This design comes from an exercise in tuning for small area on the open sky130 flow, not from production work. Where RTL was checked, it was by simulation tests only, not by an equivalence proof against the original. The RTL of run 1 was laid out without a check of its function. Power and IR drop assume default switching activity.

[flow/run.sh]
#!/bin/bash
# synth_recipe.tcl (not shown) runs the flow's synth.tcl, then flattens the netlist and writes it again
# the make line also repeats each setting of config.mk as NAME=value (left out here)
make -C /OpenROAD-flow-scripts/flow DESIGN_CONFIG=/design/flow/config.mk WORK_HOME=/design/flow/orfs CLKGATE_MAP_FILE= SYNTH_SCRIPT=/design/flow/synth_recipe.tcl finish
[flow/config.mk]
export PLATFORM = sky130hd
export DESIGN_NAME = top
export DESIGN_NICKNAME = top
export VERILOG_FILES = /design/flow/design.v
export SDC_FILE = /design/flow/constraint.sdc
export NUM_CORES = 4
export LEC_CHECK = 0
export CAP_MARGIN = 20
export CORE_MARGIN = 2
export CORE_UTILIZATION = 40
export SLEW_MARGIN = 20
[flow/constraint.sdc]
create_clock -name core_clock -period 10.0 [get_ports {clk}]
set_input_delay 2.0000 -clock core_clock [delete_from_list [all_inputs] [get_ports {clk}]]
set_output_delay 2.0000 -clock core_clock [all_outputs]
set_load 0.01 [all_outputs]
[flow/design.v]
module decoder ( input wire [4:0] x, output wire [6:0] y );
    localparam [31:0] SEG0 = 32'hffff2812;
    localparam [31:0] SEG1 = 32'hffffd860;
    localparam [31:0] SEG2 = 32'hffffd004;
    localparam [31:0] SEG3 = 32'hffff8492;
    localparam [31:0] SEG4 = 32'hfffe02ba;
    localparam [31:0] SEG5 = 32'hffff208e;
    localparam [31:0] SEG6 = 32'hfffe1083;
    assign y = {SEG6[x], SEG5[x], SEG4[x], SEG3[x], SEG2[x], SEG1[x], SEG0[x]};
endmodule
`timescale 1ns / 1ps
module top
(
    input                   clk,
    input                   resetn,
    input       [15:0]      SW,
    input       [4:0]       BTN,
    output      [15:0]      LED,
    output                  DP,
    output      [7:0]       AN,
    output      [6:0]       C
    );
    reg         [1:0]       state;
    wire menu = ~state[0] & ~state[1];
    wire game = state[0];
    wire err  = state[1];
    reg         [1:0]       st;      
    reg         [3:0]       so;      
    reg         [4:0]       t1, t2;  
    reg         [3:0]       o1, o2;  
    reg                     isearlier;
    reg                     realisearlier;
    reg                     side;
    reg         [3:0]       pos;     
    reg         [2:0]       dig;     
    reg         [1:0]       sd1, sd2, dly;
    reg         [4:0]       fcr, fcl;    
    reg         [3:0]       prescale;
    reg         [9:0]       tic;
    reg         [4:0]       x;
    assign DP = 1'b1;
    wire newClk = &prescale;
    wire press1 = sd1[1] & ~sd1[0];
    wire press2 = sd2[1] & ~sd2[0];
    wire isearlier_w = dly[1] & ~dly[0];
    wire at0  = pos == 4'd0;
    wire at1  = pos == 4'd1;
    wire at14 = pos == 4'd14;
    wire at15 = pos == 4'd15;
    wire atend = at0 | at15;
    wire flag_right = fcr[4] & fcr[3] & fcr[1];
    wire flag_left  = fcl[4] & fcl[3] & fcl[1];
    wire [4:0] fcr_step = {fcr[3:0], ~(fcr[4] ^ fcr[1])};
    wire [4:0] fcl_step = {fcl[3:0], ~(fcl[4] ^ fcl[1])};
    wire eq1 = (t1 == {3'b0, st}) & (o1 == so);
    wire eq2 = (t2 == {3'b0, st}) & (o2 == so);
    wire eq  = eq1 | eq2;
    always @(posedge clk) begin
        if (!resetn) begin
            sd1 <= 2'b0; sd2 <= 2'b0; dly <= 2'b0;
        end else begin
            sd1 <= {BTN[2], sd1[1]};
            sd2 <= {BTN[3], sd2[1]};
            dly <= {isearlier, dly[1]};
        end
    end
    always @(posedge clk) begin
        if (!resetn) state <= 2'b00;
        else if (menu) begin
            if (BTN[1]) state <= (st == 2'd0 && so == 4'd0) ? 2'b10 : 2'b01;
        end
        else if (game) begin
            if (eq) state <= 2'b00;
        end
        else if (err) begin
            if (BTN[4]) state <= 2'b00;
        end
        else state <= 2'b00;
    end
    always @(posedge clk) begin
        if (!resetn) begin
            st <= 2'd0; so <= 4'd5;
        end
        else if (BTN[2] && menu && press1 && st != 2'd2) begin
            if (so == 4'd9) begin so <= 4'd0; st <= st + 1'b1; end
            else so <= so + 1'b1;
        end
        else if (BTN[3] && !(st == 2'd0 && so == 4'd0) && menu && press2) begin
            if (so == 4'd0) begin so <= 4'd9; st <= st - 1'b1; end
            else so <= so - 1'b1;
        end
        else if (BTN[4] && err) begin
            st <= 2'd0; so <= 4'd5;
        end
    end
    wire inc1 = game & (at15 | flag_left);
    wire inc2 = game & (at0 | flag_right);
    wire [4:0] bt1 = eq ? 5'd0 : t1;
    wire [3:0] bo1 = eq ? 4'd0 : o1;
    wire [4:0] bt2 = eq ? 5'd0 : t2;
    wire [3:0] bo2 = eq ? 4'd0 : o2;
    always @(posedge clk) begin
        if (!resetn) begin
            t1 <= 5'd0; o1 <= 4'd0; t2 <= 5'd0; o2 <= 4'd0;
            fcr <= 5'd8; fcl <= 5'd8;
        end
        else if (newClk) begin
            if (inc1) begin
                if (bt1 == 5'd25 && bo1 == 4'd5) begin t1 <= 5'd0; o1 <= 4'd0; end
                else if (bo1 == 4'd9) begin t1 <= bt1 + 1'b1; o1 <= 4'd0; end
                else begin t1 <= bt1; o1 <= bo1 + 1'b1; end
            end
            else begin t1 <= bt1; o1 <= bo1; end
            if (inc2) begin
                if (bt2 == 5'd25 && bo2 == 4'd5) begin t2 <= 5'd0; o2 <= 4'd0; end
                else if (bo2 == 4'd9) begin t2 <= bt2 + 1'b1; o2 <= 4'd0; end
                else begin t2 <= bt2; o2 <= bo2 + 1'b1; end
            end
            else begin t2 <= bt2; o2 <= bo2; end
            if (game) begin
                if (!SW[0]) fcr <= 5'd8;
                else if (!flag_right) fcr <= fcr_step;
                if (!SW[15]) fcl <= 5'd8;
                else if (!flag_left) fcl <= fcl_step;
            end
        end
    end
    always @(posedge clk) begin
        if (!resetn) realisearlier <= 1'b0;
        else if (isearlier_w) realisearlier <= 1'b1;
        else if (atend) realisearlier <= 1'b0;
    end
    always @(posedge clk) begin
        if (!resetn) isearlier <= 1'b0;
        else if (game) begin
            if (atend) isearlier <= 1'b0;
            else if ((SW[0] && !at1) || (SW[15] && !at14)) isearlier <= 1'b1;
        end
    end
    wire side_n = side ^ (atend | (!realisearlier & ((at1 & SW[0]) | (at14 & SW[15]))));
    always @(posedge clk) begin
        if (!resetn) begin
            pos <= 4'd5; side <= 1'b0;
        end
        else if (newClk && game) begin
            side <= side_n;
            if (atend) pos <= 4'd7;
            else if (side_n) pos <= pos - 1'b1;
            else pos <= pos + 1'b1;
        end
    end
    always @(posedge clk) begin
        if (!resetn) prescale <= 4'd0;
        else prescale <= prescale + 1'b1;
    end
    localparam [9:0] TIC0 = 10'd178;
    wire tic_end = tic[9] & tic[8] & tic[7] & tic[6] & tic[4] & tic[3] & tic[1] & tic[0];
    always @(posedge clk) begin
        if (!resetn) begin
            dig <= 3'd1; tic <= TIC0;
        end
        else if (tic_end) begin
            tic <= TIC0;
            if (game & dig == 3'd1) dig <= 3'd6;
            else if (menu & dig == 3'd1) dig <= 3'd3;
            else if (err & dig == 3'd7) dig <= 3'd3;
            else dig <= dig + 1'b1;
        end
        else tic <= {tic[8:0], ~(tic[9] ^ tic[2])};
    end
    always @(posedge clk) begin
        if (game) begin
            case (dig)
                3'd0: x <= {1'b0, o1};
                3'd1: x <= t1;
                3'd7: x <= t2;
                3'd6: x <= {1'b0, o2};
                default: ;
            endcase
        end
        else if (menu) begin
            case (dig)
                3'd7: x <= 5'd5;
                3'd6: x <= 5'd12;
                3'd5: x <= 5'd0;
                3'd4: x <= 5'd16;
                3'd3: x <= 5'd14;
                3'd0: x <= {1'b0, so};
                3'd1: x <= {3'b0, st};
                default: ;
            endcase
        end
        else if (err) begin
            case (dig)
                3'd7: x <= 5'd14;
                3'd6: x <= 5'd16;
                3'd5: x <= 5'd16;
                3'd4: x <= 5'd0;
                3'd3: x <= 5'd16;
                default: ;
            endcase
        end
    end
    decoder dc(.x(x), .y(C));
    genvar i;
    generate
        for (i = 0; i < 16; i = i + 1) begin : g_led
            assign LED[i] = pos == i;
        end
        for (i = 0; i < 8; i = i + 1) begin : g_an
            assign AN[i] = dig != i;
        end
    endgenerate
endmodule
==> results of run 1 <==
-- Yosys cell counts (all sizes together), types with 8 or more instances --
master  count  area (um2)
dfxtp      66        1320
nand2      51         191
nor2       41         156
clkbuf     32         121
inv        31         116
a21oi      29         145
and2       28         175
ha         27         338
nand3      27         135
o21ai      21         105
and3       16         100
nand4      15        93.8
mux2i      13         130
nor3       12        65.1
xnor2      12         105
a31oi      11        68.8
buf         9        63.8
nor2b       8        50.1
o22ai       8        50.1
xor2        8        70.1
-- logic make-up after synthesis --
family | share of synthesized area [%]
simple gates | 26.4
compound gates | 19.9
buf+inv | 6.87
flops | 32.2
fa+ha+maj | 7.39
xor+xnor | 3.83
mux | 3.34
other cells | 0.0820
-- routing by layer --
layer / vias up / wire length [um] / track usage [%]
li1: 2051 / - / -
met5: - / 0 / 0
met3: 18 / 600 / 4.59
met2: 108 / 5180 / 30.0
met1: 1921 / 5510 / 25.7
met4: 0 / 218 / 7.58
-- power by group --
part | internal [mW] | switching, mW
Combinational | 0.0200 | 0.0229
Sequential | 0.294 | 0.0109
Clock | 0.220 | 0.130
Total | 0.534 | 0.164
-- metrics by stage --
| step | cells | total power [mW] | instance area (um2) |
|---|---|---|---|
| detailed placement | 708 | 0.353 | 4980 |
| finish | 724 | 0.698 | 5300 |
| global placement | 708 | 0.353 | 4980 |
| global route | 724 | 0.722 | 5300 |
| floorplan | 564 | 0.336 | 4570 |
| CTS | 724 | 0.705 | 5300 |
-- cell type report --
| type | count | area (um2) | area share [%] |
|---|---|---|---|
| timing repair buffer | 42 | 410 | 7.74 |
| multi-input combinational | 419 | 2790 | 52.6 |
| sequential | 71 | 1470 | 27.8 |
| tap | 143 | 179 | 3.38 |
| clock buffer | 10 | 229 | 4.32 |
| clock inverter | 6 | 92.6 | 1.75 |
| inverter | 33 | 129 | 2.43 |
-- registers in the layout (all words and copies together), names as in the netlist, 4 cells and up --
register  flops
t1            5
so            4
fcl           5
o1            4
pos           4
fcr           5
t2            5
tic          10
o2            4
prescale      4
x             5
-- worst paths after layout --
check	depth (start not counted)	end	slack [ns]
hold reg to reg	1	tic[7]$_SDFF_PP1_	0.44
setup / recovery	6	C[3]	5.52
setup reg to reg	12	t2[1]$_SDFFE_PN0P_	6.44
hold / removal	1	tic[7]$_SDFF_PP1_	0.44
==> summary.md, run 1 <==
| Metric | Value |
|---|---|
| Outcome | timing/DRC/antenna clean |
| CTS Root Cell | clkbuf_16 |
| Post-Route WL | between 10000 and 15000 um |
| Achievable clock frequency | 223 MHz |
| Worst VDD drop | about 140 uV |
| Number of setup violations in the final report | 0 |
| CTS Buffer Depth | 2 |
| Power per cell area | approximately 130 nW/um2 |
| Grt ovf | 0 |
| Crit path kind | reg2out |
| Post-route DRC | 0 |
| Diode count | 0 |
| Largest net degree at the start of global routing | 44 |
| CP most frequent cell | inv_1 |
| Core box area | 11300 um2 |
| Required time worst endpoint | 8.00 ns |
| Ys flop type | dfxtp_1 |
| CTS buffer count | 9 |
| CP arrival | about 2.5 ns |
| Slew HR | between 40% and 50% |
| Setup repair after global routing missed its margin | false |
| Routed Antenna Nets | 0 |
| CP max FO | 6 |
| Startpoint Class | flop |
| Final Max Slew Viols | 0 |
| I/O pin count | 55 |
| Via Count | about 4100 |
| Initial antenna violation count | 0 |
| CP peak stage delay | around 0.48 ns |
| FF-to-FF Start | so[2]$_SDFFE_PN1P_ |
| Layout cells sized above 1 | under 10% |
| Worst Hold Class | reg2reg |
| Slowest CP cell | clkdlybuf4s50_1 |
| CTS sink cnt | 71 |
| Top Family by Delay on Critical Path | buffers and inverters |
| Register bit total from synthesis | 71 |
| TNS Setup | 0 ns |
| Hold path start | tic[6]$_SDFF_PP0_ |
| Drt via density | between 5 and 6 |
| Post-synthesis instance total | 564 |
| DIE HEIGHT | between 100 and 150 um |
| H-tree levels | 3 |
| Number of global-route vias before repair | about 3900 |
| Synth warnings | 1 |
| WL/cell | 15.9 um |
| GPL Wtd Cong | between 0.8 and 0.9 |
| DIE WIDTH | about 110 um |
| Avg Inst Size Synth | around 8.1 um2 |
| Hold_buf cts | 0 |
| First-pass GRT wire length | roughly 19000 um |
| Final worst slack | around 5.5 ns |
| CTS resizes | 0 |
| Commonest non-fill, non-tap cell in the layout | dfxtp_1 |
| Port Buf Inserts | 38 |
| Initial core utilization | a little over 40% |
| Synthesized cell area | between 4000 and 5000 um2 |
| Core Rows | 39 |
| Final worst-path cycle share | 44.8% |
| First DRT Iteration DRCs | 341 |
| Clock Skews | around 0.0097 ns |
| Fin Hold WS | about 0.44 ns |
| Endpoint class of the critical path | output pin |
| Synth async-reset ratio | 0% |
| Synth unique cells | 69 |
| CP Cell Sequence | inv_1 -> ha_1 -> inv_1 -> mux4_2 -> or2_2 -> clkdlybuf4s50_1 |
| Pleak | 1.98 nW |
| Clk slew on worst S/H paths | 0.06 ns |
| Total Routing Usage GR | ~19% |
| Fin crit period | 4.48 ns |
| Syn_nets | 614 |
| Worst path bufs/invs | 3 |
| Clk latency of the worst-skew pair | roughly 0.34 ns |
| Die Footprint | 12300 um2 |
| Max cap viols | 0 |
| Least-Margin Pin Slew | 0.779 ns |
| Nets | 626 |
| Hold Violations, Final | 0 |
| Commonest non-fill, non-tap cells in the layout | dfxtp_1 (66), nand2_1 (51), nor2_1 (40) |
| Critical path startpoint | x[1]$_DFFE_PP_ |
| Post-synth EDFFs | 5 |
| Area grow syn2layout | 15.9% |
| Fillers | roughly 1100 |
| CTS tree | built |
| Post-DP HPWL | 8090 um |
| Setup WS pre-CTS | 5.86 ns |
| First-pass detailed-route iteration total | 5 |
| Setup repair bufs after CTS | 0 |
| Finished Core Util | 47.0% |
| Register area share after synthesis | between 30% and 40% |
==> inputs of run 2 (changes only) <==
--- a/flow/design.v
+++ b/flow/design.v
@@ -49,8 +49,6 @@
     wire at15 = pos == 4'd15;
     wire atend = at0 | at15;
-    wire flag_right = fcr[4] & fcr[3] & fcr[1];
-    wire flag_left  = fcl[4] & fcl[3] & fcl[1];
-    wire [4:0] fcr_step = {fcr[3:0], ~(fcr[4] ^ fcr[1])};
-    wire [4:0] fcl_step = {fcl[3:0], ~(fcl[4] ^ fcl[1])};
+    wire flag_right = fcr == 5'd22;
+    wire flag_left  = fcl == 5'd22;
     wire eq1 = (t1 == {3'b0, st}) & (o1 == so);
     wire eq2 = (t2 == {3'b0, st}) & (o2 == so);
@@ -103,5 +101,5 @@
         if (!resetn) begin
             t1 <= 5'd0; o1 <= 4'd0; t2 <= 5'd0; o2 <= 4'd0;
-            fcr <= 5'd8; fcl <= 5'd8;
+            fcr <= 5'd0; fcl <= 5'd0;
         end
         else if (newClk) begin
@@ -119,8 +117,8 @@
             else begin t2 <= bt2; o2 <= bo2; end
             if (game) begin
-                if (!SW[0]) fcr <= 5'd8;
-                else if (!flag_right) fcr <= fcr_step;
-                if (!SW[15]) fcl <= 5'd8;
-                else if (!flag_left) fcl <= fcl_step;
+                if (!SW[0]) fcr <= 5'd0;
+                else if (!flag_right) fcr <= fcr + 1'b1;
+                if (!SW[15]) fcl <= 5'd0;
+                else if (!flag_left) fcl <= fcl + 1'b1;
             end
         end
@@ -154,12 +152,10 @@
         else prescale <= prescale + 1'b1;
     end
-    localparam [9:0] TIC0 = 10'd178;
-    wire tic_end = tic[9] & tic[8] & tic[7] & tic[6] & tic[4] & tic[3] & tic[1] & tic[0];
-    always @(posedge clk) begin
-        if (!resetn) begin
-            dig <= 3'd1; tic <= TIC0;
-        end
-        else if (tic_end) begin
-            tic <= TIC0;
+    always @(posedge clk) begin
+        if (!resetn) begin
+            dig <= 3'd1; tic <= 10'd0;
+        end
+        else if (tic == 10'd1000) begin
+            tic <= 10'd0;
             if (game & dig == 3'd1) dig <= 3'd6;
             else if (menu & dig == 3'd1) dig <= 3'd3;
@@ -167,5 +163,5 @@
             else dig <= dig + 1'b1;
         end
-        else tic <= {tic[8:0], ~(tic[9] ^ tic[2])};
+        else tic <= tic + 1'b1;
     end
     always @(posedge clk) begin
==> run 2 against run 1 <==
Still clean on timing, DRC and antenna. Synthesized cell count grew 8.7%. Combinational power grew 61%. First-iteration DRC count shrank 5.9%. Critical path type unchanged.
==> summary.md, run 2 <==
| Metric | Value |
|---|---|
| FF-to-FF Start | so[0]$_SDFFE_PN1P_ |
| Syn_nets | 667 (+8.6%) |
| Max cap viols | 0 (unchanged) |
| Worst Hold Class | reg2reg |
| First DRT Iteration DRCs | 321 (-5.9%) |
| Via Count | 4471 (+9.1%) |
| Crit path kind | reg2out |
| Area grow syn2layout | 14.4% |
| Ys flop type | dfxtp_1 |
| Layout cells sized above 1 | 5.91% (-0.29 points) |
| Total Routing Usage GR | 19.5% (+0.26 points) |
| Top-count cell post-synth | dfxtp_1 |
| DIE WIDTH | 115 um (+3.5%) |
| Post-synth EDFFs | 5 (unchanged) |
| Number of global-route vias before repair | 4327 (+12%) |
| RR Endpoint | t2[0]$_SDFFE_PN0P_ |
| Post-DP HPWL | 8640 um (+6.7%) |
| Reg2reg setup slack | 6.82 ns (+0.38 ns) |
| Register bit total from synthesis | 71 (unchanged) |
| Routed Antenna Nets | 0 (unchanged) |
| Final Max Slew Viols | 0 (unchanged) |
| Hold path start | prescale[0]$_SDFF_PN0_ |
| Critical path depth | 5 (-1) |
| Max FFs per register | 10 (unchanged) |
| Synth async-reset ratio | 0% (unchanged) |
| Slowest CP cell | nor2b_1 |
| Commonest non-fill, non-tap cell in the layout | dfxtp_1 |
| Achievable clock frequency | 230 MHz (+3.0%) |
| Core Rows | 40 (+2.6%) |
| First-pass GRT wire length | 20600 um (+6.9%) |
| Register area share after synthesis | 30.0% (-2.2 points) |
| Die Footprint | 13200 um2 (+7.0%) |
| Final instance area | 5610 um2 (+6.0%) |
| Initial antenna violation count | 0 (unchanged) |
| Hold Violations, Final | 0 (unchanged) |
| Synth warnings | 1 (unchanged) |
| Final worst slack | 5.65 ns (+0.132 ns) |
| Startpoint Class | flop |
| CTS Root Cell | clkbuf_16 |
| Worst path bufs/invs | 3 (unchanged) |
| DIE HEIGHT | 115 um (+3.5%) |
| CP max FO | 9 (+3) |
| CP Cell Sequence | inv_1 -> ha_1 -> nor2b_1 -> inv_1 -> clkdlybuf4s50_1 |
| Endpoint class of the critical path | output pin |
| Post-Route WL | 12200 um (+5.9%) |
| First-pass detailed-route iteration total | 6 (+1) |
| Setup WS pre-CTS | 5.49 ns (-0.370 ns) |
| Worst setup path endpoint | AN[1] |
| Drt via density | 5.78 (+2.2%) |
| CP arrival | 2.35 ns (-0.13 ns) |
| Post-route DRC | 0 (unchanged) |
| Fin crit period | 4.35 ns (-0.132 ns) |
| Pleak | 2.04 nW (+2.8%) |
| Worst VDD drop | 57.3 uV (-60%) |
| WL/cell | 15.8 um (-0.86%) |
| Setup repair bufs after CTS | 0 (unchanged) |
| Number of setup violations in the final report | 0 (unchanged) |
| CTS sink cnt | 71 (unchanged) |
| Largest net degree at the start of global routing | 35 (-20%) |
| CP most frequent cell | inv_1 |
| CTS tree | built |
| I/O pin count | 55 (unchanged) |
| Critical path startpoint | dig[1]$_SDFFE_PN0P_ |
| Worst reg2reg path depth | 11 (-1) |
| Dpl cell area | 5290 um2 (+6.2%) |
| Clk latency of the worst-skew pair | 0.34 ns (about the same) |
| Port Buf Inserts | 38 (unchanged) |
| Post-synthesis instance total | 613 (+8.7%) |
| Synthesized cell area | 4910 um2 (+7.3%) |
| CTS Buffer Depth | 2 (unchanged) |
| CTS resizes | 0 (unchanged) |
| Nets | 675 (+7.8%) |
| GPL Wtd Cong | 0.863 (-3.2%) |
| Least-Margin Pin Slew | 0.919 ns (+0.140 ns) |
| Power per cell area | 126 nW/um2 (-4.6%) |
| Core box area | 12000 um2 (+6.6%) |
| Top cells by area, synth | dfxtp_1 (27%), ha_1 (7.9%), nand2_1 (4.2%) |
| Commonest non-fill, non-tap cells in the layout | dfxtp_1 (66), nand2_1 (55), nor2_1 (51) |
| Top cell type's share of synthesized area | 26.9% (-2.0 points) |
| Cell accounting for the most synthesized area | dfxtp_1 |
| Synth unique cells | 81 (+17%) |
| Slew HR | 38.6% (-9.1 points) |
| CTS buffer count | 9 (unchanged) |
| Initial core utilization | 40.9% (+0.28 points) |
| Fin Hold WS | 0.450 ns (+0.0115 ns) |
| Setup repair after global routing missed its margin | false |
| Final worst-path cycle share | 43.5% (-1.3 points) |
| Most frequent cells after synthesis | dfxtp_1 (66), nand2_1 (55), nor2_1 (51) |
| CP peak stage delay | 0.55 ns (+0.07 ns) |
| Outcome | timing/DRC/antenna clean |
| Clock Skews | 0.00568 ns (-0.00406 ns) |
| Clk slew on worst S/H paths | 0.06 ns (about the same) |
| Avg Inst Size Synth | 8.01 um2 (-1.3%) |
| TNS Setup | 0 ns (unchanged) |
| Diode count | 0 (unchanged) |
| Hold_buf cts | 0 (unchanged) |
| H-tree levels | 3 (unchanged) |
| Grt ovf | 0 (unchanged) |
| Top Family by Delay on Critical Path | buffers and inverters |
| Required time worst endpoint | 8.00 ns (about the same) |
| Largest Register | tic |
## run 2: cells by family (layout without fill, tap and decap cells)
family,count (synthesis),after routing,synth area share (%)
other,1,1,0.0764
AOI/OAI and AO/OA,135,135,19.5
and+or+nand+nor,256,256,28.0
muxes,9,9,1.94
xor gates and xnor gates,32,32,5.71
adders and majority gates,31,31,7.90
DFF,71,71,30.0
buffers and inverters,78,91,6.88
## run 2: report_power, final
part	switching, mW	internal, mW	total [mW]
clock	0.121	0.208	0.329
combinational	0.0359	0.0332	0.0691
sequential	0.0134	0.294	0.308
total	0.170	0.535	0.706
## run 2: worst min-delay path by stage
stage	to	depth (start not counted)	slack [ns]
CTS	prescale[0]$_SDFF_PN0_	1	0.45
global route	dly[1]$_SDFF_PN0_	1	0.49
detailed placement	dly[0]$_SDFF_PN0_	1	0.44
floorplan	prescale[0]$_SDFF_PN0_	1	0.42
global placement	prescale[0]$_SDFF_PN0_	1	0.43
finish	prescale[0]$_SDFF_PN0_	1	0.45
## run 2: metrics by stage
step                cells  util (%)  total power, mW
finish                773      46.7            0.706
global route          773      46.7            0.737
detailed placement    756      44.0            0.382
floorplan             613         -            0.357
CTS                   772      46.5            0.715
global placement      756      44.0            0.380
## run 2: layer usage
metal  vias up  track usage (%)  part of all wire (%)
li1       2202                -                     -
met2       127             32.3                    47
met3        19             4.32                   5.3
met4         0             7.63                   1.9
met1      2123             24.8                    46
met5         -                0                     0
## run 2: area by class of cell
cell class                      instances  area, um2
Inverter                               33        129
Timing Repair Buffer                   42        430
Multi-Input combinational cell        464       3100
Clock inverter                          3       40.0
Fill cell                            1170       6400
Clock buffer                           13        262
Tap cell                              147        184
Sequential cell                        71       1470

[static timing again, ports no longer ideal]
No port has a modelled driver above. Below, the same layouts with a new extraction and two added sets of constraints. Step 1 (the two cells are an assumption about what drives the block):
set clk [get_ports {clk}]
set_driving_cell -lib_cell sky130_fd_sc_hd__clkbuf_16 $clk
set_driving_cell -lib_cell sky130_fd_sc_hd__buf_2 [delete_from_list [all_inputs] $clk]
Step 2 adds t to the input delays and takes it off the output delays; t is the mean of the earliest and latest rising clock arrival at the registers after step 1. Input paths then give back, and output paths get back, about the clock's delay inside the block. Slacks: ideal / step 1 / step 2; pairs: ideal / step 1.
run	shift t [ns]	setup WS [ns]	worst data-port slew with drivers (ns)
run 1	0.379	5.517 / 5.478 / 5.857	0.03
run 2	0.379	5.650 / 5.608 / 5.784	0.03
After both steps setup and hold are still met in every run listed.
